Background: an optimization exercise with open tools, aiming at small area. Do not read the settings as production practice. Function was checked by simulation only, so behaviour that the tests miss may differ from the original. Power is estimated from default activity; no workload was simulated.

## run.sh

```bash
#!/bin/bash
# synth_recipe.tcl (not shown) runs the flow's synth.tcl, then flattens the netlist and writes it again
# the make line also repeats each setting of config.mk as NAME=value (left out here)
make -C /OpenROAD-flow-scripts/flow DESIGN_CONFIG=/design/flow/config.mk WORK_HOME=/design/flow/orfs CLKGATE_MAP_FILE= SYNTH_SCRIPT=/design/flow/synth_recipe.tcl finish
```

## config.mk

```make
export PLATFORM = sky130hd
export DESIGN_NAME = top
export DESIGN_NICKNAME = top
export VERILOG_FILES = /design/flow/design.v
export SDC_FILE = /design/flow/constraint.sdc
export NUM_CORES = 8
export LEC_CHECK = 0
export CAP_MARGIN = 20
export CORE_MARGIN = 2
export CORE_UTILIZATION = 40
export SLEW_MARGIN = 20
```

## constraint.sdc

```tcl
create_clock -name core_clock -period 5.0 [get_ports {clk}]
set_input_delay 1.0000 -clock core_clock [delete_from_list [all_inputs] [get_ports {clk}]]
set_output_delay 1.0000 -clock core_clock [all_outputs]
set_load 0.01 [all_outputs]
```

## design.v

```verilog
`timescale 1ns / 1ps
module PC (
    input logic clk,
    input logic enable,
    input logic reset,
    input logic [4:0] next_inst_addr,
    input logic pc_src,
    input logic halt,
    output logic [4:0] curr_inst_addr
);
  always_ff @(posedge clk)
    if (reset) begin
      curr_inst_addr <= 5'b0;
    end else if ((enable || pc_src) && !halt) begin
      curr_inst_addr <= next_inst_addr;
    end
endmodule
`timescale 1ns / 1ps
module adder #(
    parameter int WIDTH = 8
) (
    input  logic [WIDTH - 1:0] a,
    input  logic [WIDTH - 1:0] b,
    output logic [WIDTH - 1:0] c
);
  assign c = a + b;
endmodule
`timescale 1ns / 1ps
module subtractor (
    input  logic [7:0] a,
    input  logic [7:0] b,
    output logic [7:0] c
);
  assign c = a - b;
endmodule
`timescale 1ns / 1ps
module mux2 #(
    parameter int WIDTH = 8
) (
    input logic [WIDTH - 1:0] d0,
    input logic [WIDTH - 1:0] d1,
    input logic s,
    output logic [WIDTH - 1:0] y
);
  assign y = s ? d1 : d0;
endmodule
`timescale 1ns / 1ps
module ALU (
    input logic [7:0] a,
    input logic [7:0] b,
    input logic f,
    output logic [7:0] y,
    output logic zero
);
  logic [7:0] p, q;
  adder add (
      .a(a),
      .b(b),
      .c(p)
  );
  subtractor sub (
      .a(a),
      .b(b),
      .c(q)
  );
  always_comb
    case (f)
      0: y = p;   
      1: y = q;   
      default: y = {8{1'bx}};
    endcase
  assign zero = (q == 0);
endmodule
`timescale 1ns / 1ps
module controller (
    input logic [2:0] op,
    output logic memW,
    output logic regW,
    output logic aluF,
    output logic mem_to_reg,
    output logic addition,
    output logic branch,
    output logic halt
);
  logic [6:0] controls;
  assign {regW, memW, mem_to_reg, addition, aluF, branch, halt} = controls;
  always_comb
    case (op)
      3'b000:  controls = 7'b0100000;   
      3'b001:  controls = 7'b1010000;   
      3'b010:  controls = 7'b1001000;   
      3'b101:  controls = 7'b0000110;   
      3'b111:  controls = 7'b0000001;   
      default: controls = 7'b0000000;   
    endcase
endmodule
`timescale 1ns / 1ps
module regfile (
    input logic clk,
    input logic write_enable,
    input logic reset,
    input logic [3:0] write_addr,
    input logic [7:0] write_data,
    input logic [3:0] read_addr_1,
    input logic [3:0] read_addr_2,
    output logic [7:0] read_data_1,
    output logic [7:0] read_data_2
);
  logic [7:0] registers[16];
  always_ff @(posedge clk)
    if (reset) begin
      for (int i = 0; i < 16; i = i + 1) begin
        registers[i] <= 8'b0;
      end
    end else if (write_enable) registers[write_addr] <= write_data;
  assign read_data_1 = registers[read_addr_1];
  assign read_data_2 = registers[read_addr_2];
endmodule
`timescale 1ns / 1ps
module dmem (
    input logic clk,
    input logic write_enable,
    input logic reset,
    input logic [3:0] write_addr,
    input logic [7:0] write_data,
    input logic [3:0] read_addr_1,
    input logic [3:0] read_addr_2,
    output logic [7:0] read_data_1,
    output logic [7:0] read_data_2
);
  logic [7:0] memory[16];
  always_ff @(posedge clk)
    if (reset) begin
      for (int i = 0; i < 16; i = i + 1) begin
        memory[i] <= 8'b0;
      end
    end else if (write_enable) memory[write_addr] <= write_data;
  assign read_data_1 = memory[read_addr_1];
  assign read_data_2 = memory[read_addr_2];
endmodule
`timescale 1ns / 1ps
module datapath (
    input logic clk,
    input logic reset,
    input logic [15:0] curr_inst,
    input logic regW,
    input logic [7:0] read_data_dmem,
    input logic mem_to_reg,
    input logic aluF,
    input logic addition,
    input logic branch,
    input logic [4:0] curr_inst_addr,
    output logic [3:0] read_addr_dmem,
    output logic [3:0] write_addr_dmem,
    output logic [4:0] next_inst_addr,
    output logic pc_branch,
    output logic [7:0] write_data_dmem
);
  logic immbit;
  assign immbit = curr_inst[12];
  logic [7:0] aluA, aluB, aluR;
  mux2 #(4) wa_dmem_mux (
      .d0(curr_inst[7:4]),
      .d1(curr_inst[11:8]),
      .s (immbit),
      .y (write_addr_dmem)
  );
  mux2 #(8) wd_dmem_mux (
      .d0(aluB),
      .d1(curr_inst[7:0]),
      .s (immbit),
      .y (write_data_dmem)
  );
  logic zero;
  assign pc_branch = zero & branch;
  logic immbit_addition;
  always_comb
    if (immbit || addition) immbit_addition = 1;
    else immbit_addition = 0;
  logic immbit_not_addition;
  assign immbit_not_addition = immbit && !addition;
  logic [7:0] res_mux_out;
  logic [7:0] write_data_rf;
  logic [3:0] write_addr_rf;
  logic [4:0] cur_addr_plus_1;
  adder #(5) a1 (
      .a(curr_inst_addr),
      .b(5'b00001),
      .c(cur_addr_plus_1)
  );
  mux2 #(5) pc_mux (
      .d0(cur_addr_plus_1),
      .d1(curr_inst[12:8]),
      .s (pc_branch),
      .y (next_inst_addr)
  );
  regfile rf (
      .clk(clk),
      .write_enable(regW),
      .reset(reset),
      .write_addr(write_addr_rf),
      .write_data(write_data_rf),
      .read_addr_1(curr_inst[7:4]),
      .read_addr_2(curr_inst[3:0]),
      .read_data_1(aluA),
      .read_data_2(aluB)
  );
  mux2 #(4) wa_rf_mux (
      .d0(curr_inst[7:4]),
      .d1(curr_inst[11:8]),
      .s (immbit_addition),
      .y (write_addr_rf)
  );
  mux2 #(8) wd_rf_mux (
      .d0(res_mux_out),
      .d1(curr_inst[7:0]),
      .s (immbit_not_addition),
      .y (write_data_rf)
  );
  mux2 #(8) res_mux (
      .d0(aluR),
      .d1(read_data_dmem),
      .s (mem_to_reg),
      .y (res_mux_out)
  );
  ALU alu (
      .a(aluA),
      .b(aluB),
      .f(aluF),
      .y(aluR),
      .zero(zero)
  );
  assign read_addr_dmem = curr_inst[3:0];
endmodule
`timescale 1ns / 1ps
module mips (
    input logic clk,
    input logic reset,
    input logic [15:0] curr_inst,
    input logic [7:0] read_data_dmem,
    input logic [4:0] curr_inst_addr,
    output logic [4:0] next_inst_addr,
    output logic memW,
    output logic [3:0] read_addr_dmem,
    output logic [3:0] write_addr_dmem,
    output logic pc_branch,
    output logic halt,
    output logic [7:0] write_data_dmem
);
  logic regW, aluF, mem_to_reg, addition, branch;
  controller cc (
      .op(curr_inst[15:13]),
      .memW(memW),
      .regW(regW),
      .aluF(aluF),
      .mem_to_reg(mem_to_reg),
      .addition(addition),
      .branch(branch),
      .halt(halt)
  );
  datapath dp (
      .clk(clk),
      .reset(reset),
      .curr_inst(curr_inst),
      .regW(regW),
      .read_data_dmem(read_data_dmem),
      .mem_to_reg(mem_to_reg),
      .aluF(aluF),
      .addition(addition),
      .branch(branch),
      .curr_inst_addr(curr_inst_addr),
      .read_addr_dmem(read_addr_dmem),
      .write_addr_dmem(write_addr_dmem),
      .next_inst_addr(next_inst_addr),
      .pc_branch(pc_branch),
      .write_data_dmem(write_data_dmem)
  );
endmodule
`timescale 1ns / 1ps
module top (
    input logic clk,
    input logic reset,
    output logic [4:0] curr_inst_addr,
    input logic [15:0] curr_inst,
    output logic write_enable_dmem,
    output logic [3:0] write_addr_dmem,
    output logic [7:0] write_data_dmem,
    output logic halted
);
  logic memW;
  logic halt;
  logic [4:0] next_inst_addr;
  logic pc_branch;
  logic [3:0] read_addr_dmem;
  logic [7:0] read_data_dmem;
  logic [3:0] read_addr_dummy;
  logic [7:0] read_data_dummy;
  assign read_addr_dummy = 4'b0;
  assign write_enable_dmem = memW;
  assign halted = halt;
  PC pc (
      .clk(clk),
      .enable(1'b1),
      .reset(reset),
      .next_inst_addr(next_inst_addr),
      .pc_src(pc_branch),
      .halt(halt),
      .curr_inst_addr(curr_inst_addr)
  );
  mips processor (
      .clk(clk),
      .reset(reset),
      .curr_inst(curr_inst),
      .read_data_dmem(read_data_dmem),
      .curr_inst_addr(curr_inst_addr),
      .next_inst_addr(next_inst_addr),
      .memW(memW),
      .read_addr_dmem(read_addr_dmem),
      .write_addr_dmem(write_addr_dmem),
      .pc_branch(pc_branch),
      .halt(halt),
      .write_data_dmem(write_data_dmem)
  );
  dmem dmem (
      .clk(clk),
      .write_enable(memW),
      .reset(reset),
      .write_addr(write_addr_dmem),
      .write_data(write_data_dmem),
      .read_addr_1(read_addr_dmem),
      .read_addr_2(read_addr_dummy),
      .read_data_1(read_data_dmem),
      .read_data_2(read_data_dummy)
  );
endmodule
```

==> qor.yml, run 1 <==
required_ns: 4.00
crit_path_start_kind: "input pin"
max_freq_mhz: 213
dpl.hpwl_um: 26800
htreeDepth: 1
synthesized_nets: 1011
synth_area_leaders: "sky130_fd_sc_hd__edfxtp_1 57%, sky130_fd_sc_hd__mux4_2 19%, sky130_fd_sc_hd__nor2_1 7.9%"
static-leakage-power_nw: 5.64
timing.final.setup_violations: 0
num_rows: 67
power_dissipated_by_switching_net_loads_w: 0.00145
type_of_destination_of_the_critical_path: "primary output"
max-vdd-ir-drop_uv: 284
max_cap_violations: 0
numPortBuffers: 36
design.final.nets: 1095
all_layer_gr_usage_pct: 20.9
gp_congestion: 0.900
ys_warn_count: 6
slew_headroom_pct: 40.8
die-height_um: 187
clk-insertion-delay-late_ns: 0.56
r2r_setup_slack_ns: 0.99
wl_per_cell_um: 24.1
post_cts_setup_buffers: 0
route.detailed.drc: 0
p_comb_share_pct: 17.2
layout-drive-gt1-share_pct: 23.4
p_seq_share_pct: 46.1
floorplan.core_area_um2: 33300
ioPinCount: 37
met2_usage_pct: 31.4
initial_utilization_pct: 40.4
synth_top_cells_by_count: "284 x sky130_fd_sc_hd__nor2_1, 256 x sky130_fd_sc_hd__edfxtp_1, 115 x sky130_fd_sc_hd__mux4_2"
ant_diodes: 0
synth.cell_area_um2: 13400
synth-main-ff-cell: "sky130_fd_sc_hd__edfxtp_1"
worstPathArrival_ns: 3.69
internal-power_w: 0.00402
yosysTopAreaCellShare_pct: 57.2
cpMaxStageDelayCell: "sky130_fd_sc_hd__mux4_2"
post_synth_inst_count: 975
via_count_of_the_first_global_routing_pass: 8462
report.final.slew_viol_count: 0
switching_share_pct: 26.4
largest_net_degree_at_the_start_of_global_routing: 39
clockBufferDepth: 3
crit_top_cell: "sky130_fd_sc_hd__clkdlybuf4s50_1"
placed_cell_area_um2: 14900
grt.met3_usage_pct: 3.53
post-route-period-util_pct: 93.8
setup_repair_after_global_routing_missed_its_margin: "false"
worstPathCellList: "clkdlybuf4s50_1 > buf_12 > buf_4 > mux4_1 > mux4_2 > mux2i_2 > inv_1 > clkdlybuf4s50_1"
cp_max_fo: 12
global_route.overflow_total: 0
number_of_buffers_created_by_cts: 27
totalNegativeSetupSlack_ns: 0
dr_total_vias: 8804
timing_hold_violations_final: 0
synth.yosys.seq_area_share_pct: 57.9
cts.clk_slew.worst_paths_ns: 0.06
clock_tree_sinks: 261
floorplan.die_area_um2: 35100
clk_root_buffer_cell: "sky130_fd_sc_hd__clkbuf_16"
outcome: "no timing/DRC/antenna violations"
crit_path_max_incr_delay_ns: 0.52
clk_pwr_share_pct: 36.7
synth_enable_flop_cells: 256
chip_width_um: 187
postSynth.asyncResetShare_pct: 0
cts_tree: "built"
viasPerCell: 5.76
period_minus_slack_ns: 4.69
antenna_found_initial: 1
worstSetupPathType: "input pin to primary output"
hp-class: "register to register"
timing_worst_slew_pin_value_ns: 0.880
finish.instance_area_um2: 15700
global_route.peak_usage_layer: "met2"
grt_pass1_wl_um: 54500
cts_hold_buf: 0
post_cts.resized_instances: 0
initialDrtViolationCount: 1051
route.final.wire_length_um: 36800
cellPowerDensity_nw_per_um2: 348
use_met1_pct: 31.3
synth_top_area_cell: "sky130_fd_sc_hd__edfxtp_1"
clock-skew-final_ns: 0.0205
synth.ff_latch_count: 261
route.antenna.remaining_nets: 0
flow.area_growth_from_synthesis_pct: 17.0
yosys.cell_count.top_type: "sky130_fd_sc_hd__nor2_1"
synth_cell_types: 51
detail_route.first_pass.iterations: 5
synthesis.area_per_instance_um2: 13.8
==> routing by layer <==
metal / routed length (um) / up-vias
met5: 0 / -
met4: 1030 / 0
met3: 2950 / 57
met2: 16600 / 415
met1: 16100 / 4506
li1: - / 3826
==> per-stage QoR <==
| stage | utilization (%) | setup slack (ns) | total power (W) | hold WS [ns] | std cells |
|---|---|---|---|---|---|
| 5_1_grt | 47.2 | 0.223 | 0.00564 | 0.558 | 1528 |
| 6_report | 47.2 | 0.309 | 0.00547 | 0.524 | 1528 |
| 3_5_place_dp | 44.6 | 0.0607 | 0.00350 | 0.510 | 1478 |
| 2_1_floorplan | - | 0.000419 | 0.00311 | 0.520 | 975 |
| 4_1_cts | 47.2 | 0.277 | 0.00548 | 0.522 | 1528 |
| 3_3_place_gp | 44.6 | 0.0881 | 0.00349 | 0.514 | 1478 |
==> cell type report <==
| cell class | instances | area (um^2) |
|---|---|---|
| Tap cell | 448 | 561 |
| Fill cell | 2913 | 17600 |
| Timing Repair Buffer | 111 | 1030 |
| Clock buffer | 32 | 694 |
| Multi-Input combinational cell | 631 | 5380 |
| Sequential cell | 261 | 7790 |
| Inverter | 27 | 101 |
| Clock inverter | 18 | 171 |
==> placed cells by master (no fill, tap or decap), types with 8 or more instances in the layout <==
| cell type | Yosys | layout |
|---|---|---|
| sky130_fd_sc_hd__mux4_2 | 115 | 115 |
| sky130_fd_sc_hd__mux2i_2 | 0 | 8 |
| sky130_fd_sc_hd__clkdlybuf4s50_1 | 0 | 32 |
| sky130_fd_sc_hd__nand2b_1 | 42 | 41 |
| sky130_fd_sc_hd__edfxtp_1 | 256 | 256 |
| sky130_fd_sc_hd__mux2i_1 | 16 | 8 |
| sky130_fd_sc_hd__a21oi_1 | 14 | 13 |
| sky130_fd_sc_hd__buf_12 | 0 | 10 |
| sky130_fd_sc_hd__nor2_1 | 284 | 284 |
| sky130_fd_sc_hd__nand2_1 | 51 | 51 |
| sky130_fd_sc_hd__ha_1 | 16 | 15 |
| sky130_fd_sc_hd__buf_4 | 0 | 66 |
| sky130_fd_sc_hd__inv_1 | 27 | 27 |
| sky130_fd_sc_hd__clkbuf_16 | 0 | 27 |
| sky130_fd_sc_hd__nand3_1 | 10 | 10 |
==> cell families (layout without fill, tap and decap cells) <==
| group | after synthesis | count (layout) | synth area share, % |
|---|---|---|---|
| AOI/OAI and AO/OA | 58 | 58 | 3.02 |
| xor gates and xnor gates | 7 | 7 | 0.456 |
| adders and majority gates | 18 | 18 | 1.79 |
| buffers and inverters | 83 | 188 | 2.56 |
| DFF | 261 | 261 | 57.9 |
| muxes | 137 | 137 | 21.4 |
| and+or+nand+nor | 411 | 411 | 12.8 |
==> power groups by stage <==
stage,registers [W],logic (W),clock network (W)
after floorplan,0.00254,0.000569,0
after global placement,0.00256,0.000930,0
after detailed placement,0.00256,0.000934,0
after CTS,0.00252,0.000938,0.00203
after global routing,0.00253,0.000999,0.00211
final,0.00252,0.000940,0.00201
==> worst max-delay path, delay by kind of cell <==
family	cells	cell delay, ns
buffers and inverters	5	1.50
multiplexers	3	1.18
==> registers in the layout, indices dropped and copies added (netlist names) <==
register,cells
dmem.memory,128
pc.curr_inst_addr,5
processor.dp.rf.registers,128
==> path summary, 6_finish.rpt <==
path / startpoint / to / depth (start not counted)
min reg2reg: pc.curr_inst_addr[4]$_SDFFE_PP0N_ / pc.curr_inst_addr[4]$_SDFFE_PP0N_ / 2
max reg2reg: processor.dp.rf.registers[3][1]$_SDFFCE_PN0P_ / processor.dp.rf.registers[15][7]$_SDFFCE_PN0P_ / 13
max: curr_inst[2] / write_data_dmem[7] / 8
min: pc.curr_inst_addr[4]$_SDFFE_PP0N_ / pc.curr_inst_addr[4]$_SDFFE_PP0N_ / 2
==> run 2: changes to the inputs <==
==> design.v (replaced) <==
`timescale 1ns / 1ps
module regfile #(
    parameter int NR = 2
) (
    input logic clk,
    input logic clr,
    input logic write_enable,
    input logic [3:0] write_addr,
    input logic [1:0] write_data,
    input logic [4*NR-1:0] read_addr,
    output logic [2*NR-1:0] read_data
);
  logic [7:0] w[16];
  for (genvar k = 0; k < 16; k++) begin : g_word
    logic sel;
    assign sel = clr | (write_enable && write_addr == k);
    always_ff @(posedge clk) begin
      w[k][5:0] <= w[k][7:2];
      w[k][7:6] <= sel ? (write_data & {2{~clr}}) : w[k][1:0];
    end
  end
  for (genvar p = 0; p < NR; p++) begin : g_rd
    assign read_data[2*p+:2] = w[read_addr[4*p+:4]][1:0];
  end
endmodule
`timescale 1ns / 1ps
module top (
    input logic clk,
    input logic reset,
    output logic [4:0] curr_inst_addr,
    input logic [15:0] curr_inst,
    output logic write_enable_dmem,
    output logic [3:0] write_addr_dmem,
    output logic [7:0] write_data_dmem,
    output logic halted
);
  logic [1:0] ph;   
  logic run;   
  logic [4:0] pc;
  logic cy;   
  logic eq;   
  logic [5:0] sd;   
  logic [2:0] op;
  logic imm_bit;
  assign op = curr_inst[15:13];
  assign imm_bit = curr_inst[12];
  logic is_st, is_ld, is_add, is_beq, is_halt;
  assign is_st = op == 3'b000;
  assign is_ld = op == 3'b001;
  assign is_add = op == 3'b010;
  assign is_beq = op == 3'b101;
  assign is_halt = op == 3'b111;
  logic [1:0] imm;
  always_comb
    case (ph)
      2'd0: imm = curr_inst[1:0];
      2'd1: imm = curr_inst[3:2];
      2'd2: imm = curr_inst[5:4];
      default: imm = curr_inst[7:6];
    endcase
  logic [1:0] a, b, d;
  logic [1:0] sum;
  logic cout, cin, eq_now;
  assign cin = cy & (ph != 2'd0);
  assign {cout, sum} = {1'b0, a} + {1'b0, b} + {2'b0, cin};
  assign eq_now = (a == b) & (eq | (ph == 2'd0));
  logic rf_we;
  logic [3:0] rf_wa;
  logic [1:0] rf_wd;
  assign rf_we = run & (is_ld | is_add);
  assign rf_wa = (is_ld & ~imm_bit) ? curr_inst[7:4] : curr_inst[11:8];
  assign rf_wd = is_add ? sum : (imm_bit ? imm : d);
  logic dm_we;
  logic [3:0] dm_wa;
  logic [1:0] dm_wd;
  assign dm_we = run & is_st;
  assign dm_wa = imm_bit ? curr_inst[11:8] : curr_inst[7:4];
  assign dm_wd = imm_bit ? imm : b;
  regfile #(
      .NR(2)
  ) rf (
      .clk(clk),
      .clr(~run),
      .write_enable(rf_we),
      .write_addr(rf_wa),
      .write_data(rf_wd),
      .read_addr({curr_inst[3:0], curr_inst[7:4]}),
      .read_data({b, a})
  );
  regfile #(
      .NR(1)
  ) dm (
      .clk(clk),
      .clr(~run),
      .write_enable(dm_we),
      .write_addr(dm_wa),
      .write_data(dm_wd),
      .read_addr(curr_inst[3:0]),
      .read_data(d)
  );
  always_ff @(posedge clk) begin
    cy <= cout;
    eq <= eq_now;
    sd <= {dm_wd, sd[5:2]};
  end
  always_ff @(posedge clk)
    if (reset) begin
      ph  <= 2'd0;
      run <= 1'b0;
      pc  <= 5'd0;
    end else begin
      ph <= ph + 2'd1;
      if (ph == 2'd3) run <= 1'b1;
      if (run && ph == 2'd3 && !is_halt) pc <= (is_beq && eq_now) ? curr_inst[12:8] : pc + 5'd1;
    end
  assign curr_inst_addr = pc;
  assign write_enable_dmem = dm_we & (ph == 2'd3);
  assign write_addr_dmem = dm_wa;
  assign write_data_dmem = {dm_wd, sd};
  assign halted = is_halt;
endmodule
==> run 2 against run 1 <==
Against the previous run: register-to-register slack improved by 0.83 ns; die area fell by 29%; critical path depth fell by 1; via count fell by 22%; hold slack got worse by 0.21 ns; global-route usage fell by 1.2 points; cell count fell by 17%; combinational power fell by 76%; count of clock-buffer cells in the layout rose by 4; first-iteration DRC count fell by 39%; largest power group unchanged.
==> qor.yml, run 2 <==
max_cap_violations: 0  # unchanged
dpl.hpwl_um: 16500  # -38%
synth_top_cells_by_count: "272 x sky130_fd_sc_hd__dfxtp_1, 69 x sky130_fd_sc_hd__nand3_1, 43 x sky130_fd_sc_hd__nand2_1"
layout-drive-gt1-share_pct: 11.9  # -11 points
clock_tree_sinks: 272  # +4.2%
crit_path_max_incr_delay_ns: 0.71  # +0.19 ns
crit_top_cell: "sky130_fd_sc_hd__clkdlybuf4s50_1"
design.final.nets: 957  # -13%
route.detailed.drc: 0  # unchanged
wl_per_cell_um: 19.1  # -20%
hp-class: "register to register"
timing_hold_violations_final: 0  # unchanged
floorplan.core_area_um2: 23300  # -30%
ant_diodes: 0  # unchanged
finish.instance_area_um2: 11000  # -30%
max_freq_mhz: 212  # -0.38%
post-route-period-util_pct: 94.2  # +0.36 points
ys_warn_count: 5  # -1
viasPerCell: 5.45  # -5.3%
yosysTopAreaCellShare_pct: 57.8  # +0.67 points
chip_width_um: 157  # -16%
n_fill_cell: 2213  # -24%
clk-insertion-delay-late_ns: 0.53  # -0.03 ns
multiInputGateArea_um2: 3570  # -34%
max-vdd-ir-drop_uv: 334  # +18%
setup_repair_after_global_routing_missed_its_margin: "false"
synth.yosys.seq_area_share_pct: 57.8  # -0.075 points
cts.clk_slew.worst_paths_ns: 0.06  # about the same
crit_path_start_kind: "input pin"
synth_area_leaders: "sky130_fd_sc_hd__dfxtp_1 58%, sky130_fd_sc_hd__nand3_1 3.7%, sky130_fd_sc_hd__a21oi_1 1.9%"
placed_cell_area_um2: 10100  # -32%
antenna_found_initial: 0  # -1
registers_with_the_highest_flip_flop_counts: "dm.w (128), rf.w (128), sd (6)"
initial_utilization_pct: 40.5  # +0.067 points
all_layer_gr_usage_pct: 19.7  # -1.2 points
route.final.wire_length_um: 24200  # -34%
type_of_destination_of_the_critical_path: "primary output"
yosys.cell_count.top_type: "sky130_fd_sc_hd__dfxtp_1"
synthesized_nets: 920  # -9.0%
static-leakage-power_nw: 4.05  # -28%
detail_route.first_pass.iterations: 5  # unchanged
slew_headroom_pct: 31.4  # -9.4 points
synth-main-ff-cell: "sky130_fd_sc_hd__dfxtp_1"
synth.ff_latch_count: 272  # +4.2%
flow.area_growth_from_synthesis_pct: 17.2
cts_tree: "built"
report.final.slew_viol_count: 0  # unchanged
cp_max_fo: 13  # +1
layout.core_utilization_pct: 47.4  # +0.19 points
global_route.overflow_total: 0  # unchanged
worst-r2r-cell-count: 10  # -3
synth_top_area_cell: "sky130_fd_sc_hd__dfxtp_1"
post_synth_inst_count: 892  # -8.5%
period_minus_slack_ns: 4.71  # +0.0180 ns
synthesis.area_per_instance_um2: 10.6  # -23%
outcome: "no timing/DRC/antenna violations"
clock-skew-final_ns: 0.0224  # +0.00186 ns
gp_congestion: 0.911  # +1.2%
numPortBuffers: 36  # unchanged
floorplan.die_area_um2: 24800  # -29%
number_of_buffers_created_by_cts: 27  # unchanged
timing.critical_path.buf_inv: 2  # -3
grt_pass1_wl_um: 37700  # -31%
synth_enable_flop_cells: 0  # -100%
synth_cell_types: 69  # +35%
dr_total_vias: 6906  # -22%
worstPathArrival_ns: 3.71  # +0.02 ns
ioPinCount: 37  # unchanged
required_ns: 4.00  # about the same
critical-path-top-delay-family: "buffers and inverters"
timing.final.setup_violations: 0  # unchanged
initialDrtViolationCount: 639  # -39%
whs_ns: 0.317  # -0.207 ns
postSynth.asyncResetShare_pct: 0  # unchanged
r2r_setup_slack_ns: 1.82  # +0.83 ns
via_count_of_the_first_global_routing_pass: 6591  # -22%
cpMaxStageDelayCell: "sky130_fd_sc_hd__clkdlybuf4s50_1"
mostFrequentLayoutCell: "sky130_fd_sc_hd__dfxtp_1"
num_rows: 56  # -16%
worst-path-stages: 7  # -1
die-height_um: 157  # -16%
cellPowerDensity_nw_per_um2: 404  # +16%
clockBufferDepth: 3  # unchanged
mostFrequentLayoutCells: "271 x sky130_fd_sc_hd__dfxtp_1, 69 x sky130_fd_sc_hd__nand3_1, 43 x sky130_fd_sc_hd__nand2_1"
worstSetupPathType: "input pin to primary output"
timing_worst_slew_pin_value_ns: 1.02  # +0.143 ns
clk_root_buffer_cell: "sky130_fd_sc_hd__clkbuf_16"
area.sequential_um2: 5450  # -30%
largest_net_degree_at_the_start_of_global_routing: 74  # +90%
totalNegativeSetupSlack_ns: 0  # unchanged
min_delay_path_depth: 0  # -2
route.antenna.remaining_nets: 0  # unchanged
htreeDepth: 1  # unchanged
cts_hold_buf: 0  # unchanged
synth.cell_area_um2: 9410  # -30%
worstPathCellList: "clkdlybuf4s50_1 > nand2b_1 > o22a_1 > o22ai_2 > a2111oi_0 > a211oi_1 > clkdlybuf4s50_1"
## run 2: changes by cell type in the layout (fill, tap and decap cells not counted), moves of 32 or more
cell                       before  now
sky130_fd_sc_hd__dfxtp_1        5  271
sky130_fd_sc_hd__nand3_1       10   69
sky130_fd_sc_hd__buf_4         66   34
sky130_fd_sc_hd__mux4_2       115    3
sky130_fd_sc_hd__edfxtp_1     256    0
sky130_fd_sc_hd__nor2_1       284   35
## run 2: report_power, final
part	switching [W]	internal [W]	total, W
Clock	0.000808	0.00125	0.00205
Combinational	0.000143	0.0000813	0.000224
Sequential	0.00000499	0.00218	0.00218
Total	0.000956	0.00350	0.00446
## run 2: final cells by class
| class | instances | area share [%] |
|---|---|---|
| multi-input cells | 541 | 32.3 |
| inverters | 16 | 0.544 |
| clock buffers | 36 | 7.06 |
| repair buffers | 71 | 5.76 |
| clock inverters | 11 | 1.32 |
| flip-flops and latches | 272 | 49.4 |
| well taps | 319 | 3.62 |
## run 2: repair_timing
action	in CTS	in global routing
gates resized for setup	0	1
setup buffers	0	0
setup endpoints to repair	0	1
## run 2: final timing paths
kind | endpoint | from
worst min register to register | dm.w[9][5]$_DFF_P_ | dm.w[9][7]$_DFF_P_
worst max register to register | rf.w[4][6]$_DFF_P_ | rf.w[1][0]$_DFF_P_
worst min-delay path | dm.w[9][5]$_DFF_P_ | dm.w[9][7]$_DFF_P_
worst max-delay path | write_data_dmem[7] | curr_inst[0]
## run 2: metrics by stage
| step | std cells | worst slack (ns) | total power (W) |
|---|---|---|---|
| 6_report | 1266 | 0.291 | 0.00446 |
| 5_1_grt | 1266 | 0.159 | 0.00461 |
| 4_1_cts | 1266 | 0.178 | 0.00450 |
| 3_5_place_dp | 1219 | 0.205 | 0.00245 |
| 3_3_place_gp | 1218 | 0.269 | 0.00245 |
| 2_1_floorplan | 892 | 1.05 | 0.00236 |
## run 2: cells by family after synthesis
family                   Yosys count  share of synthesized area (%)
AO/OA/AOI/OAI                    195                           14.8
adder cells (fa/ha/maj)           10                           1.49
buffers and inverters             79                           4.28
AND/OR/NAND/NOR                  311                           18.4
multiplexers                      25                           3.15
flip-flops                       272                           57.8
## run 2: routing by layer
metal / GRT usage [%] / vias to the layer above / share of wire, %
li1: - / 3330 / -
met4: 6.06 / 0 / 2.2
met2: 29.8 / 295 / 43
met3: 3.33 / 52 / 6.9
met1: 28.7 / 3229 / 48
met5: 0 / - / 0
==> run 3: changes to the inputs <==
==> design.v (replaced) <==
`timescale 1ns / 1ps
module regfile #(
    parameter int NR = 2
) (
    input logic clk,
    input logic [15:0] sel,
    input logic [1:0] write_data,
    input logic [4*NR-1:0] read_addr,
    output logic [2*NR-1:0] read_data
);
  logic [7:0] w[16];
  for (genvar k = 0; k < 16; k++) begin : g_word
    always_ff @(posedge clk) begin
      w[k][5:0] <= w[k][7:2];
      w[k][7:6] <= sel[k] ? write_data : w[k][1:0];
    end
  end
  for (genvar p = 0; p < NR; p++) begin : g_rd
    logic [3:0] ra;
    logic [1:0] l1[8], l2[4], l3[2];
    assign ra = read_addr[4*p+:4];
    for (genvar k = 0; k < 8; k++) begin : g_l1
      assign l1[k] = ra[0] ? w[2*k+1][1:0] : w[2*k][1:0];
    end
    for (genvar k = 0; k < 4; k++) begin : g_l2
      assign l2[k] = ra[1] ? l1[2*k+1] : l1[2*k];
    end
    for (genvar k = 0; k < 2; k++) begin : g_l3
      assign l3[k] = ra[2] ? l2[2*k+1] : l2[2*k];
    end
    assign read_data[2*p+:2] = ra[3] ? l3[1] : l3[0];
  end
endmodule
`timescale 1ns / 1ps
module top (
    input logic clk,
    input logic reset,
    output logic [4:0] curr_inst_addr,
    input logic [15:0] curr_inst,
    output logic write_enable_dmem,
    output logic [3:0] write_addr_dmem,
    output logic [7:0] write_data_dmem,
    output logic halted
);
  logic [1:0] ph;   
  logic run;   
  logic [4:0] pc;
  logic [5:0] sd;
  logic acc;
  assign acc = sd[5];
  logic [2:0] op;
  logic imm_bit;
  assign op = curr_inst[15:13];
  assign imm_bit = curr_inst[12];
  logic is_st, is_ld, is_add, is_beq, is_halt;
  assign is_st = op == 3'b000;
  assign is_ld = op == 3'b001;
  assign is_add = op == 3'b010;
  assign is_beq = op == 3'b101;
  assign is_halt = op == 3'b111;
  logic [1:0] imm;
  always_comb
    case (ph)
      2'd0: imm = curr_inst[1:0];
      2'd1: imm = curr_inst[3:2];
      2'd2: imm = curr_inst[5:4];
      default: imm = curr_inst[7:6];
    endcase
  logic [1:0] a, b, d;
  logic [1:0] sum;
  logic cout, ne_now;
  assign {cout, sum} = {1'b0, a} + {1'b0, b} + {2'b0, acc};
  assign ne_now = (a != b) | acc;
  logic rf_we, dm_we;
  logic [3:0] wa;
  logic [1:0] rf_wd, dm_wd;
  assign rf_we = is_ld | is_add;
  assign dm_we = is_st;
  assign wa = (imm_bit | is_add) ? curr_inst[11:8] : curr_inst[7:4];
  assign dm_wd = imm_bit ? imm : b;
  assign rf_wd = is_add ? sum : (imm_bit ? imm : d);
  logic [3:0] lo, hr, hd;
  for (genvar j = 0; j < 4; j++) begin : g_dec
    assign lo[j] = ~run | (wa[1:0] == j);
    assign hr[j] = ~run | (rf_we & (wa[3:2] == j));
    assign hd[j] = ~run | (dm_we & (wa[3:2] == j));
  end
  logic [15:0] rf_sel, dm_sel;
  for (genvar k = 0; k < 16; k++) begin : g_sel
    assign rf_sel[k] = hr[k/4] & lo[k%4];
    assign dm_sel[k] = hd[k/4] & lo[k%4];
  end
  regfile #(
      .NR(2)
  ) rf (
      .clk(clk),
      .sel(rf_sel),
      .write_data(rf_wd & {2{run}}),
      .read_addr({curr_inst[3:0], curr_inst[7:4]}),
      .read_data({b, a})
  );
  regfile #(
      .NR(1)
  ) dm (
      .clk(clk),
      .sel(dm_sel),
      .write_data(dm_wd & {2{run}}),
      .read_addr(curr_inst[3:0]),
      .read_data(d)
  );
  always_ff @(posedge clk) begin
    sd[5] <= (ph != 2'd3) & (is_st ? dm_wd[1] : (is_add ? cout : ne_now));
    sd[4] <= dm_wd[0];
    sd[3:0] <= sd[5:2];
  end
  always_ff @(posedge clk)
    if (reset) begin
      ph  <= 2'd0;
      run <= 1'b0;
      pc  <= 5'd0;
    end else begin
      ph <= ph + 2'd1;
      if (ph == 2'd3) run <= 1'b1;
      if (run && ph == 2'd3 && !is_halt) pc <= (is_beq && !ne_now) ? curr_inst[12:8] : pc + 5'd1;
    end
  assign curr_inst_addr = pc;
  assign write_enable_dmem = run & is_st & (ph == 2'd3);
  assign write_addr_dmem = wa;
  assign write_data_dmem = {dm_wd, sd};
  assign halted = is_halt;
endmodule
--- a/config.mk
+++ b/config.mk
@@ -5,7 +5,12 @@
 export SDC_FILE = /design/flow/constraint.sdc
 export NUM_CORES = 8
 export LEC_CHECK = 0
+export ABC_AREA = 1
 export CAP_MARGIN = 20
 export CORE_MARGIN = 2
-export CORE_UTILIZATION = 40
+export CORE_UTILIZATION = 60
+export CTS_BUF_LIST = sky130_fd_sc_hd__clkbuf_8
+export CTS_CLUSTER_DIAMETER = 60
+export CTS_CLUSTER_SIZE = 18
+export GPL_TIMING_DRIVEN = 0
 export SLEW_MARGIN = 20
==> run 3 against run 2 <==
Against the previous run: non-clock buffer count shrank 5; worst setup slack improved by 0.30 ns; flip-flop and latch count decreased by 2; via count decreased by 13%; sequential power increased by 5%; maximum frequency rose by 6.8%; critical endpoint is now write_data_dmem[6].
==> qor.yml, run 3 <==
outcome: "no timing/DRC/antenna violations"
flow.area_growth_from_synthesis_pct: 10.1
synth_top_area_cell: "sky130_fd_sc_hd__dfxtp_1"
clockBufferDepth: 3  # unchanged
ant_diodes: 0  # unchanged
synth.cell_area_um2: 8600  # -8.6%
htreeDepth: 1  # unchanged
design.final.nets: 958  # +0.10%
worstSetupPathType: "input pin to primary output"
post_synth_inst_count: 877  # -1.7%
initialDrtViolationCount: 401  # -37%
clk-insertion-delay-late_ns: 0.53  # about the same
terminating_pin_of_the_worst_hold_path: "rf.w[11][5]$_DFF_P_"
worst-r2r-cell-count: 15  # +5
floorplan.core_area_um2: 13900  # -40%
cts.clk_slew.worst_paths_ns: 0.10  # +0.04 ns
route.antenna.remaining_nets: 0  # unchanged
cellPowerDensity_nw_per_um2: 389  # -3.8%
synth_enable_flop_cells: 0  # unchanged
route.detailed.drc: 0  # unchanged
clock_tree_sinks: 270  # -0.74%
synthesis.area_per_instance_um2: 9.81  # -7.0%
mostFrequentLayoutCells: "270 x sky130_fd_sc_hd__dfxtp_1, 190 x sky130_fd_sc_hd__nand2_1, 89 x sky130_fd_sc_hd__nand3_1"
post-route-period-util_pct: 88.2  # -6.0 points
synth_area_leaders: "sky130_fd_sc_hd__dfxtp_1 63%, sky130_fd_sc_hd__nand2_1 8.3%, sky130_fd_sc_hd__nand3_1 5.2%"
cp_max_fo: 10  # -3
hp-class: "register to register"
type_of_destination_of_the_critical_path: "primary output"
timing.final.setup_violations: 0  # unchanged
die-height_um: 124  # -21%
dr_total_vias: 6005  # -13%
clock-skew-final_ns: 0.0270  # +0.00457 ns
global_route.overflow_total: 0  # unchanged
synthesized_nets: 905  # -1.6%
via_count_of_the_first_global_routing_pass: 5731  # -13%
layout-drive-gt1-share_pct: 12.5  # +0.61 points
synth.ff_latch_count: 270  # -0.74%
worstPathArrival_ns: 3.41  # -0.30 ns
ys_warn_count: 14  # +9
wl_per_cell_um: 17.3  # -9.9%
largest_net_degree_at_the_start_of_global_routing: 19  # -74%
hp-start: "rf.w[11][7]$_DFF_P_"
postSynth.asyncResetShare_pct: 0  # unchanged
dominant_combinational_cell_family_by_area_after_synthesis: "simple AND/OR/NAND/NOR gates"
synth-main-ff-cell: "sky130_fd_sc_hd__dfxtp_1"
synth.yosys.seq_area_share_pct: 62.8  # +5.0 points
static-leakage-power_nw: 4.09  # +0.88%
synth-compound-area-share_pct: 8.84  # -6.0 points
top_layer_used: "met4"
synth_mux_area_share_pct: 0  # -3.2 points
period_minus_slack_ns: 4.41  # -0.301 ns
dr_wl_met2_um: 8900  # -14%
critical_path.reg2reg.startpoint: "rf.w[5][0]$_DFF_P_"
min_delay_path_depth: 0  # unchanged
synth_fa_ha_area_share_pct: 1.63  # +0.14 points
r2r-end: "rf.w[10][7]$_DFF_P_"
dpl.hpwl_um: 13600  # -17%
detailroute.wirelength.met3_um: 1030  # -38%
max_freq_mhz: 227  # +6.8%
numPortBuffers: 31  # -14%
met1Wirelength_um: 8520  # -27%
n_fill_cell: 1082  # -51%
chip_width_um: 124  # -21%
clk_root_buffer_cell: "sky130_fd_sc_hd__clkbuf_8"
post_synth_and_or_nand_nor_area_fraction_pct: 20.3  # +1.9 points
post_cts.resized_instances: 0  # unchanged
synthXorXnorAreaFrac_pct: 0.305  # +0.31 points
detail_route.first_pass.iterations: 7  # +2
dp_worst_setup_slack_ns: 0.620  # +0.415 ns
yosysTopAreaCellShare_pct: 62.8  # +5.0 points
route.final.wire_length_um: 19200  # -21%
required_ns: 4.00  # about the same
worst_slack_ns: 0.592  # +0.301 ns
cts_hold_buf: 0  # unchanged
mostFrequentLayoutCell: "sky130_fd_sc_hd__dfxtp_1"
setup_repair_after_global_routing_missed_its_margin: "false"
timing_worst_slew_pin_value_ns: 0.818  # -0.206 ns
floorplan.die_area_um2: 15300  # -38%
antenna_found_initial: 0  # unchanged
synth_cell_types: 35  # -49%
ioPinCount: 37  # unchanged
viasPerCell: 5.40  # -1.1%
num_rows: 43  # -23%
crit_path_start_kind: "input pin"
initial_utilization_pct: 61.7  # +21 points
report.final.slew_viol_count: 0  # unchanged
synth_top_cells_by_count: "270 x sky130_fd_sc_hd__dfxtp_1, 190 x sky130_fd_sc_hd__nand2_1, 89 x sky130_fd_sc_hd__nand3_1"
max-vdd-ir-drop_uv: 330  # -1.1%
max_cap_violations: 0  # unchanged
timing_hold_violations_final: 0  # unchanged
slew_headroom_pct: 45.4  # +14 points
grt_pass1_wl_um: 29500  # -22%
cts_tree: "built"
number_of_buffers_created_by_cts: 20  # -26%
totalNegativeSetupSlack_ns: 0  # unchanged
yosys.cell_count.top_type: "sky130_fd_sc_hd__dfxtp_1"
whs_ns: 0.309  # -0.00845 ns
post_cts_setup_buffers: 0  # unchanged
registers_with_the_highest_flip_flop_counts: "dm.w (128), rf.w (128), sd (6)"
r2r_setup_slack_ns: 2.14  # +0.32 ns
gp_congestion: 0.942  # +3.4%
all_layer_gr_usage_pct: 25.5  # +5.8 points
[run 3: cell types whose count changed after synthesis, sizes merged, moves of 16 or more]
cell     delta
o2111ai    -17
nand4      +16
nand3      +33
o41ai      -16
o21ai      +21
nand2     +160
inv        +63
and3       -28
nor3       -28
[run 3: logic make-up after synthesis]
| logic type | count (synthesis) |
|---|---|
| AO/OA/AOI/OAI | 115 |
| flip-flops | 270 |
| AND/OR/NAND/NOR | 365 |
| buffers and inverters | 114 |
| adder cells (fa/ha/maj) | 10 |
| XOR/XNOR | 3 |
[run 3: how the worst max path moves through the flow]
stage                      start  cells after the start            endpoint
floorplan           curr_inst[4]                     16  rf.w[5][7]$_DFF_P_
global placement    curr_inst[6]                      7  write_data_dmem[6]
detailed placement  curr_inst[6]                      7  write_data_dmem[6]
CTS                 curr_inst[6]                      7  write_data_dmem[6]
global route        curr_inst[1]                     12  write_data_dmem[6]
finish              curr_inst[1]                     12  write_data_dmem[6]
[run 3: critical path, cell delays in order]
cell,delay (ns)
sky130_fd_sc_hd__clkdlybuf4s50_1,0.56
sky130_fd_sc_hd__inv_1,0.14
sky130_fd_sc_hd__buf_2,0.24
sky130_fd_sc_hd__nor2_1,0.13
sky130_fd_sc_hd__nand2_1,0.05
sky130_fd_sc_hd__nand3_1,0.06
sky130_fd_sc_hd__nand3_1,0.16
sky130_fd_sc_hd__nand3_4,0.21
sky130_fd_sc_hd__buf_6,0.17
sky130_fd_sc_hd__nand2_1,0.06
sky130_fd_sc_hd__inv_1,0.09
sky130_fd_sc_hd__clkdlybuf4s50_1,0.53
[run 3: metrics by stage]
stage	std cells	power (W)	util (%)	instance area, um^2
after floorplan	877	0.00255	-	8600
after global placement	1088	0.00267	65.6	9140
after detailed placement	1088	0.00268	65.6	9140
after CTS	1113	0.00371	68.0	9480
after global routing	1113	0.00382	68.0	9480
final	1113	0.00368	68.0	9480
[run 3: power by group]
part	switching (W)	leakage [nW]	internal, W	total, W
clock	0.000646	0.169	0.000398	0.00104
sequential	0.0000369	2.19	0.00225	0.00229
combinational	0.000229	1.73	0.000121	0.000350
[run 3: final cells by class]
| cell class | count | area [um^2] | area share, % |
|---|---|---|---|
| Sequential cell | 270 | 5410 | 57.0 |
| Timing Repair Buffer | 31 | 310 | 3.27 |
| Tap cell | 180 | 225 | 2.38 |
| Clock buffer | 21 | 289 | 3.05 |
| Buffer | 35 | 223 | 2.35 |
| Multi-Input combinational cell | 493 | 2680 | 28.3 |
| Clock inverter | 4 | 48.8 | 0.515 |
| Inverter | 79 | 299 | 3.16 |
[run 3: layer usage]
| layer | track usage [%] | up-vias |
|---|---|---|
| met5 | 0 | - |
| met4 | 11.1 | 0 |
| met3 | 4.35 | 55 |
| li1 | - | 2947 |
| met2 | 42.8 | 206 |
| met1 | 32.4 | 2797 |
==> run 4: changes to the inputs <==
==> flow/run.sh (new file) <==
#!/bin/bash
# Own layout flow: the standard ORFS flow (standard.sh) with these changes:
#  - synthesis maps the logic with the area-oriented ABC script in flow/abc_area.script
#    (run from a copy of ORFS's scripts folder in which only that file is replaced),
#    and leaves adders to ABC instead of mapping them to full/half-adder cells first;
#  - clock tree synthesis with clkbuf_8 buffers, sink clusters of at most 18 flip-flops
#    and no dummy loads;
#  - the port buffers are buf_1.
# Each step's full output goes to its own log file in this folder.
set -euo pipefail
W=$PWD
rm -rf "$W/scripts"
cp -r "$FLOW_HOME/scripts" "$W/scripts"
cp "$W/flow/abc_area.script" "$W/scripts/abc_area.script"
CTS="-sink_clustering_enable -repair_clock_nets -dont_use_dummy_load -buf_list sky130_fd_sc_hd__clkbuf_8 -sink_clustering_size 18 -sink_clustering_max_diameter 60"
bash standard.sh SCRIPTS_DIR="$W/scripts" ADDER_MAP_FILE= synth > "$W/synth.log" 2>&1
bash standard.sh SCRIPTS_DIR="$W/scripts" ADDER_MAP_FILE= "CTS_ARGS=$CTS" \
  "BUFFER_PORTS_ARGS=-buffer_cell sky130_fd_sc_hd__buf_1" finish > "$W/layout.log" 2>&1
==> flow/abc_area.script (new file) <==
strash
fraig
rewrite
refactor
balance
rewrite -z
refactor -z
rewrite -z
balance
dch -f
map -a
==> standard.sh (new file) <==
#!/bin/bash
# synth_recipe.tcl (not shown) runs the flow's synth.tcl, then flattens the netlist and writes it again
# the make line also repeats each setting of config.mk as NAME=value (left out here)
make -C /OpenROAD-flow-scripts/flow DESIGN_CONFIG=/design/flow/config.mk WORK_HOME=/design/flow/orfs CLKGATE_MAP_FILE= SYNTH_SCRIPT=/design/flow/synth_recipe.tcl "${@:-finish}"
--- a/config.mk
+++ b/config.mk
@@ -8,9 +8,6 @@
 export ABC_AREA = 1
 export CAP_MARGIN = 20
 export CORE_MARGIN = 2
-export CORE_UTILIZATION = 60
-export CTS_BUF_LIST = sky130_fd_sc_hd__clkbuf_8
-export CTS_CLUSTER_DIAMETER = 60
-export CTS_CLUSTER_SIZE = 18
+export CORE_UTILIZATION = 70
 export GPL_TIMING_DRIVEN = 0
 export SLEW_MARGIN = 20
removed: run.sh
==> run 4 against run 3 <==
Against the previous run: maximum frequency is 7.2% lower; register-to-register slack worse by 0.18 ns; synthesized cell count is 18% lower; via count is 13% lower; critical path type unchanged; clock skew is 0.0099 ns lower; die area is 25% lower; critical path depth is 3 lower; worst setup slack worse by 0.34 ns; first-iteration DRC count is 8.0% lower; non-clock buffer count is 27 lower; utilization is 9.8 points higher.
==> qor.yml, run 4 <==
r2r_setup_slack_ns: 1.96  # -0.18 ns
critical_path.reg2reg.startpoint: "rf.w[6][0]$_DFF_P_"
layout-drive-gt1-share_pct: 3.89  # -8.6 points
crit_path_start_kind: "input pin"
gp_congestion: 0.941  # -0.20%
clk_root_buffer_cell: "sky130_fd_sc_hd__clkbuf_8"
max-vdd-ir-drop_uv: 379  # +15%
numPortBuffers: 36  # +16%
timing_hold_violations_final: 0  # unchanged
clock-skew-final_ns: 0.0171  # -0.00988 ns
layout.core_utilization_pct: 77.8  # +9.8 points
number_of_buffers_created_by_cts: 18  # -10%
synth-main-ff-cell: "sky130_fd_sc_hd__dfxtp_1"
flow.area_growth_from_synthesis_pct: 7.86
timing.final.setup_violations: 0  # unchanged
slew_headroom_pct: 39.0  # -6.4 points
detail_route.first_pass.iterations: 8  # +1
synth_top_area_cell: "sky130_fd_sc_hd__dfxtp_1"
postSynth.asyncResetShare_pct: 0  # unchanged
yosys.cell_count.top_type: "sky130_fd_sc_hd__dfxtp_1"
period_minus_slack_ns: 4.75  # +0.343 ns
outcome: "no timing/DRC/antenna violations"
synthesis.area_per_instance_um2: 10.4  # +6.1%
clk_pwr_share_pct: 26.9  # -1.4 points
all_layer_gr_usage_pct: 28.4  # +2.9 points
post_synth_and_or_nand_nor_area_fraction_pct: 11.8  # -8.5 points
required_ns: 4.00  # about the same
dr_total_vias: 5213  # -13%
clock_tree_sinks: 270  # unchanged
setup_repair_after_global_routing_missed_its_margin: "false"
mostFrequentLayoutCell: "sky130_fd_sc_hd__dfxtp_1"
worst-r2r-cell-count: 14  # -1
max_freq_mhz: 210  # -7.2%
synth_area_leaders: "sky130_fd_sc_hd__dfxtp_1 73%, sky130_fd_sc_hd__o21ai_0 8.4%, sky130_fd_sc_hd__nand2_1 8.3%"
synthesized_nets: 733  # -19%
num_rows: 37  # -14%
synth_enable_flop_cells: 0  # unchanged
mostFrequentLayoutCells: "270 x sky130_fd_sc_hd__dfxtp_1, 165 x sky130_fd_sc_hd__nand2_1, 123 x sky130_fd_sc_hd__o21ai_0"
cts_hold_buf: 0  # unchanged
n_fill_cell: 662  # -39%
antenna_found_initial: 0  # unchanged
synth_fa_ha_area_share_pct: 0  # -1.6 points
area.sequential_um2: 5410  # unchanged
terminating_pin_of_the_worst_hold_path: "dm.w[1][0]$_DFF_P_"
dpl.hpwl_um: 10400  # -24%
synth_mux_area_share_pct: 0  # unchanged
r2r-end: "pc[0]$_SDFFE_PP0P_"
cts_tree: "built"
cts.clk_slew.worst_paths_ns: 0.11  # about the same
floorplan.core_area_um2: 10300  # -26%
floorplan.die_area_um2: 11500  # -25%
inst_count_dp: 889  # -18%
post_cts_setup_buffers: 0  # unchanged
initialDrtViolationCount: 369  # -8.0%
switching_share_pct: 23.0  # -1.8 points
post-route-period-util_pct: 95.0  # +6.9 points
wl_per_cell_um: 17.7  # +2.4%
max_cap_violations: 0  # unchanged
worstPathArrival_ns: 3.75  # +0.34 ns
htreeDepth: 1  # unchanged
synth.yosys.seq_area_share_pct: 72.6  # +9.8 points
chip_width_um: 107  # -13%
timing_worst_slew_pin_value_ns: 0.908  # +0.0896 ns
multiInputGateArea_um2: 1950  # -27%
viasPerCell: 5.75  # +6.5%
route.final.wire_length_um: 16000  # -17%
via_count_of_the_first_global_routing_pass: 5123  # -11%
synth-compound-area-share_pct: 13.8  # +5.0 points
synth.cell_area_um2: 7450  # -13%
global_route.overflow_total: 0  # unchanged
hp-class: "register to register"
min_delay_path_depth: 0  # unchanged
cp_max_fo: 20  # +10
clockBufferDepth: 3  # unchanged
p_comb_share_pct: 6.1  # -3.4 points
type_of_destination_of_the_critical_path: "primary output"
worstSetupPathType: "input pin to primary output"
registers_with_the_highest_flip_flop_counts: "dm.w (128), rf.w (128), sd (6)"
die-height_um: 107  # -13%
ys_warn_count: 14  # unchanged
cellPowerDensity_nw_per_um2: 427  # +10%
initial_utilization_pct: 72.1  # +10 points
synth_cell_types: 25  # -29%
ioPinCount: 37  # unchanged
design.final.nets: 791  # -17%
report.final.slew_viol_count: 0  # unchanged
p_seq_share_pct: 67.0  # +4.9 points
synthXorXnorAreaFrac_pct: 0.353  # +0.048 points
post_cts.resized_instances: 0  # unchanged
yosysTopAreaCellShare_pct: 72.6  # +9.8 points
route.detailed.drc: 0  # unchanged
synth_top_cells_by_count: "270 x sky130_fd_sc_hd__dfxtp_1, 165 x sky130_fd_sc_hd__nand2_1, 125 x sky130_fd_sc_hd__o21ai_0"
grt_pass1_wl_um: 25300  # -14%
route.antenna.remaining_nets: 0  # unchanged
post_synth_inst_count: 715  # -18%
static-leakage-power_nw: 3.15  # -23%
synth.ff_latch_count: 270  # unchanged
finalNonFillerCells: 907  # -19%
power_dissipated_by_switching_net_loads_w: 0.000789  # -14%
ant_diodes: 0  # unchanged
internal-power_w: 0.00264  # -4.6%
largest_net_degree_at_the_start_of_global_routing: 35  # +16
hp-start: "dm.w[1][2]$_DFF_P_"
dominant_combinational_cell_family_by_area_after_synthesis: "compound AO/OA/AOI/OAI gates"
clk-insertion-delay-late_ns: 0.51  # -0.02 ns
==> run 4: layout make-up <==
type / count / share of cell area, %
Sequential cell: 270 / 67.3
Multi-Input combinational cell: 418 / 24.3
Clock buffer: 18 / 3.08
Tap cell: 136 / 2.12
Timing Repair Buffer: 38 / 1.89
Inverter: 26 / 1.26
Buffer: 1 / 0.0935
==> run 4: power by group through the flow <==
stage          clock network (W)  logic (W)  registers (W)
3_5_place_dp                   0   0.000203        0.00235
4_1_cts                 0.000933   0.000206        0.00230
6_report                0.000924   0.000210        0.00230
5_1_grt                  0.00101   0.000234        0.00231
2_1_floorplan                  0   0.000128        0.00233
3_3_place_gp                   0   0.000195        0.00234
==> run 4: worst max path at each step <==
| stage | startpoint | to | depth (start not counted) |
|---|---|---|---|
| 5_1_grt | curr_inst[1] | write_data_dmem[7] | 9 |
| 3_5_place_dp | curr_inst[0] | pc[0]$_SDFFE_PP0P_ | 15 |
| 4_1_cts | curr_inst[0] | write_data_dmem[6] | 9 |
| 3_3_place_gp | curr_inst[0] | rf.w[15][7]$_DFF_P_ | 16 |
| 6_report | curr_inst[1] | write_data_dmem[6] | 9 |
| 2_1_floorplan | curr_inst[14] | rf.w[13][6]$_DFF_P_ | 9 |
==> run 4: worst max-delay path, stage by stage <==
cell and delay [ns]:
sky130_fd_sc_hd__buf_1 0.64, sky130_fd_sc_hd__clkinv_1 0.81, sky130_fd_sc_hd__o21ai_0 0.28, sky130_fd_sc_hd__o22ai_1 0.12
sky130_fd_sc_hd__nand2_1 0.07, sky130_fd_sc_hd__a21oi_1 0.08, sky130_fd_sc_hd__a21oi_1 0.26, sky130_fd_sc_hd__a21boi_0 0.29
sky130_fd_sc_hd__buf_1 0.20
==> run 4: cells by family (layout without fill, tap and decap cells) <==
| group | count (synthesis) | after routing |
|---|---|---|
| flip-flops | 270 | 270 |
| XOR/XNOR | 3 | 3 |
| AND/OR/NAND/NOR | 229 | 229 |
| buffers and inverters | 27 | 83 |
| AO/OA/AOI/OAI | 186 | 186 |
==> run 4: per-stage QoR <==
step / area [um^2] / setup slack, ns / hold WS [ns] / power, W / TNS (ns)
global route: 8030 / 0.117 / 0.328 / 0.00355 / 0
finish: 8030 / 0.249 / 0.324 / 0.00343 / 0
CTS: 8030 / 0.248 / 0.330 / 0.00344 / 0
detailed placement: 7780 / -0.0220 / 0.312 / 0.00255 / -0.0220
floorplan: 7450 / 1.65 / 0.310 / 0.00246 / 0
global placement: 7750 / -0.945 / 0.310 / 0.00253 / -30.66
==> run 4: metal layers <==
| metal | vias to the layer above | part of all wire, % | track usage [%] |
|---|---|---|---|
| li1 | 2491 | - | - |
| met2 | 253 | 44 | 44.3 |
| met1 | 2413 | 45 | 39.2 |
| met5 | - | 0 | 0 |
| met3 | 56 | 7.1 | 4.62 |
| met4 | 0 | 4.0 | 12.8 |
==> run 5: changes to the inputs <==
--- a/flow/run.sh
+++ b/flow/run.sh
@@ -1,7 +1,8 @@
 #!/bin/bash
 # Own layout flow: the standard ORFS flow (standard.sh) with these changes:
 #  - synthesis maps the logic with the area-oriented ABC script in flow/abc_area.script
-#    (run from a copy of ORFS's scripts folder in which only that file is replaced),
+#    (a deep-synthesis pass, then two rounds of choice-based area mapping;
+#    run from a copy of ORFS's scripts folder in which only that file is replaced),
 #    and leaves adders to ABC instead of mapping them to full/half-adder cells first;
 #  - clock tree synthesis with clkbuf_8 buffers, sink clusters of at most 18 flip-flops
 #    and no dummy loads;
==> flow/abc_area.script (replaced) <==
strash
&get -n
&deepsyn -T 300
&put
dch -f
map -a
strash
dch -f
map -a
==> run 5 against run 4 <==
Against the previous run: cell area decreased by 1.8%; cell count down 5.0%; non-clock buffer count stayed put; count of clock-buffer cells in the layout unchanged; sequential share of layout area up 1.2 points; critical path type unchanged.
==> qor.yml, run 5 <==
ant_diodes: 0  # unchanged
design.final.nets: 746  # -5.7%
whs_ns: 0.326  # +0.00184 ns
largest_net_degree_at_the_start_of_global_routing: 19  # -46%
cpMaxStageDelayCell: "sky130_fd_sc_hd__nor2_1"
number_of_buffers_created_by_cts: 18  # unchanged
synth_area_leaders: "sky130_fd_sc_hd__dfxtp_1 74%, sky130_fd_sc_hd__nand2_1 7.5%, sky130_fd_sc_hd__o21ai_0 5.9%"
die-height_um: 106  # -0.85%
crit_path_start_kind: "input pin"
cts_tree: "built"
route.detailed.drc: 0  # unchanged
synth.cell_area_um2: 7310  # -1.8%
mostFrequentLayoutCell: "sky130_fd_sc_hd__dfxtp_1"
clock_tree_sinks: 270  # unchanged
clk-insertion-delay-late_ns: 0.52  # about the same
antenna_found_initial: 0  # unchanged
dpl.hpwl_um: 11100  # +7.4%
hp-class: "register to register"
report.final.slew_viol_count: 0  # unchanged
synth.yosys.seq_area_share_pct: 73.9  # +1.3 points
postSynth.asyncResetShare_pct: 0  # unchanged
global_route.overflow_total: 0  # unchanged
numPortBuffers: 36  # unchanged
cp_max_fo: 11  # -45%
clock-skew-final_ns: 0.0416  # +0.0245 ns
p_total_w: 0.00341  # -0.59%
num_rows: 37  # unchanged
synth_mux_area_share_pct: 0  # unchanged
max_cap_violations: 0  # unchanged
mostFrequentLayoutCells: "270 x sky130_fd_sc_hd__dfxtp_1, 147 x sky130_fd_sc_hd__nand2_1, 83 x sky130_fd_sc_hd__o21ai_0"
synthesized_nets: 688  # -6.1%
clk_root_buffer_cell: "sky130_fd_sc_hd__clkbuf_8"
cellPowerDensity_nw_per_um2: 432  # +1.2%
setup_repair_after_global_routing_missed_its_margin: "false"
viasPerCell: 5.84  # +1.5%
required_ns: 4.00  # about the same
type_of_destination_of_the_critical_path: "primary output"
critical_path.reg2reg.startpoint: "rf.w[13][0]$_DFF_P_"
slew_headroom_pct: 30.6  # -8.4 points
worstPathArrival_ns: 3.66  # -0.09 ns
layout-drive-gt1-share_pct: 3.44  # -0.45 points
synth.ff_latch_count: 270  # unchanged
dominant_combinational_cell_family_by_area_after_synthesis: "compound AO/OA/AOI/OAI gates"
static-leakage-power_nw: 3.09  # -2.1%
synth_cell_types: 29  # +16%
htreeDepth: 1  # unchanged
max_freq_mhz: 215  # +1.9%
timing.critical_path.buf_inv: 4  # +1
floorplan.core_area_um2: 10200  # -0.90%
post-route-period-util_pct: 93.2  # -1.8 points
max-vdd-ir-drop_uv: 443  # +17%
gp_congestion: 0.970  # +3.1%
timing.final.setup_violations: 0  # unchanged
initialDrtViolationCount: 459  # +24%
wl_per_cell_um: 18.8  # +6.5%
synth_enable_flop_cells: 0  # unchanged
cts.clk_slew.worst_paths_ns: 0.11  # about the same
detail_route.first_pass.iterations: 6  # -2
worst_setup_path_startpoint: "curr_inst[1]"
chip_width_um: 106  # -0.85%
route.antenna.remaining_nets: 0  # unchanged
synth_top_area_cell: "sky130_fd_sc_hd__dfxtp_1"
registers_with_the_highest_flip_flop_counts: "dm.w (128), rf.w (128), sd (6)"
all_layer_gr_usage_pct: 29.0  # +0.62 points
synth_fa_ha_area_share_pct: 0  # unchanged
initial_utilization_pct: 71.5  # -0.63 points
yosys.cell_count.top_type: "sky130_fd_sc_hd__dfxtp_1"
timing_worst_slew_pin_value_ns: 1.03  # +0.126 ns
synth_top_cells_by_count: "270 x sky130_fd_sc_hd__dfxtp_1, 147 x sky130_fd_sc_hd__nand2_1, 86 x sky130_fd_sc_hd__o21ai_0"
post_synth_and_or_nand_nor_area_fraction_pct: 10.6  # -1.2 points
period_minus_slack_ns: 4.66  # -0.0903 ns
synthXorXnorAreaFrac_pct: 0.239  # -0.11 points
crit_path_max_incr_delay_ns: 0.77  # -0.04 ns
worstSetupPathType: "input pin to primary output"
hp-start: "dm.w[4][6]$_DFF_P_"
synthesis.area_per_instance_um2: 10.9  # +4.8%
cts_hold_buf: 0  # unchanged
outcome: "no timing/DRC/antenna violations"
clockBufferDepth: 3  # unchanged
post_cts.resized_instances: 0  # unchanged
post_cts_setup_buffers: 0  # unchanged
crit_top_cell: "sky130_fd_sc_hd__nor2_1"
floorplan.die_area_um2: 11300  # -1.7%
flow.area_growth_from_synthesis_pct: 7.87  # about the same
ioPinCount: 37  # unchanged
grt_pass1_wl_um: 25300  # about the same
synth-main-ff-cell: "sky130_fd_sc_hd__dfxtp_1"
route.final.wire_length_um: 16200  # +1.2%
ys_warn_count: 14  # unchanged
post_synth_inst_count: 670  # -6.3%
worstPathCellList: "buf_1 > clkinv_1 > nor2_1 > clkinv_1 > nor2_1 > a211oi_1 > o221ai_1 > o221ai_1 > nor2_1 > a21oi_1 > buf_1"
synth-compound-area-share_pct: 13.0  # -0.81 points
yosysTopAreaCellShare_pct: 73.9  # +1.3 points
timing_hold_violations_final: 0  # unchanged
dr_total_vias: 5031  # -3.5%
via_count_of_the_first_global_routing_pass: 4863  # -5.1%
critical-path-top-delay-family: "simple AND/OR/NAND/NOR gates"
[run 5: routing by layer]
layer / GRT usage (%) / up-vias / share of wire [%]
li1: - / 2358 / -
met1: 40.4 / 2375 / 45
met2: 46.7 / 252 / 45
met3: 4.35 / 46 / 6.5
met4: 10.3 / 0 / 3.4
met5: 0 / - / 0
[run 5: layout make-up]
cell class | instances | area [um^2]
repair buffers | 38 | 154
flip-flops and latches | 270 | 5410
clock buffers | 18 | 248
fillers | 671 | 2340
well taps | 136 | 170
inverters | 42 | 158
multi-input cells | 357 | 1750
plain buffers | 1 | 7.51
[run 5: cell families (layout without fill, tap and decap cells)]
| logic type | after synthesis | after routing |
|---|---|---|
| buf+inv | 43 | 99 |
| simple gates | 199 | 199 |
| flops | 270 | 270 |
| compound gates | 156 | 156 |
| xor+xnor | 2 | 2 |
[run 5: worst register-to-register path, stage by stage (launching register included)]
cell and delay (ns):
sky130_fd_sc_hd__dfxtp_1 0.35, sky130_fd_sc_hd__a221oi_1 0.37, sky130_fd_sc_hd__a32o_1 0.21, sky130_fd_sc_hd__nand2_1 0.07
sky130_fd_sc_hd__o21ai_0 0.12, sky130_fd_sc_hd__or2_2 0.16, sky130_fd_sc_hd__nand2_1 0.06, sky130_fd_sc_hd__nor2_1 0.10
sky130_fd_sc_hd__clkinv_1 0.08, sky130_fd_sc_hd__nand2_1 0.08, sky130_fd_sc_hd__nand2_1 0.08, sky130_fd_sc_hd__a22oi_1 0.66
sky130_fd_sc_hd__buf_6 0.24, sky130_fd_sc_hd__o21ai_0 0.09
[run 5: worst paths after layout]
path | to | slack, ns | depth (start not counted)
hold reg to reg | dm.w[4][4]$_DFF_P_ | 0.33 | 0
setup / recovery | write_data_dmem[7] | 0.34 | 11
setup reg to reg | rf.w[0][7]$_DFF_P_ | 2.20 | 13
hold / removal | dm.w[4][4]$_DFF_P_ | 0.33 | 0
[run 5: per-stage QoR]
step | instances | util, % | setup TNS [ns] | area, um^2 | worst slack, ns
after global placement | 842 | 74.5 | -0.145 | 7620 | -0.0543
final | 862 | 77.1 | 0 | 7890 | 0.339
after CTS | 862 | 77.1 | 0 | 7890 | 0.488
after detailed placement | 844 | 74.7 | 0 | 7640 | 0.242
after global routing | 862 | 77.1 | 0 | 7890 | 0.167
after floorplan | 670 | - | 0 | 7310 | 1.59
[run 5: where the power goes]
| group | internal [W] | switching [W] | leakage, nW |
|---|---|---|---|
| clock | 0.000326 | 0.000589 | 0.129 |
| combinational | 0.0000530 | 0.000141 | 0.768 |
| sequential | 0.00226 | 0.0000471 | 2.19 |
| total | 0.00263 | 0.000777 | 3.09 |

-- separate check: timing with driven ports --
Ports are ideal in the flow. The routed layouts listed here were re-timed in OpenROAD.
Step 1 sets driving cells, clkbuf_16 on the clock port and buf_2 on the other inputs (assumed; they add their load-dependent delay and slew).
Step 2 also shifts input and output timing later by t, the mid clock arrival at the registers, as if the neighbouring blocks saw the same clock.
Slacks: no drivers / after step 1 / after step 2; pairs: no drivers / after step 1.
run | t, ns | setup WS [ns] | worst register clock-pin slew, ns
run 1 | 0.597 | 0.309 / 0.281 / -0.027 | 0.07 / 0.07
run 2 | 0.569 | 0.291 / 0.269 / 0.269 | 0.07 / 0.07
run 3 | 0.553 | 0.592 / 0.565 / 0.565 | 0.11 / 0.11
run 4 | 0.536 | 0.249 / 0.220 / -0.147 | 0.11 / 0.11
run 5 | 0.535 | 0.339 / 0.316 / 0.087 | 0.11 / 0.11
Met with ideal ports but missed after step 2: setup timing in run 1 and run 4. The setup slack of run 4, which loses most, moves by -0.029 ns with the drivers and by -0.396 ns with both steps.
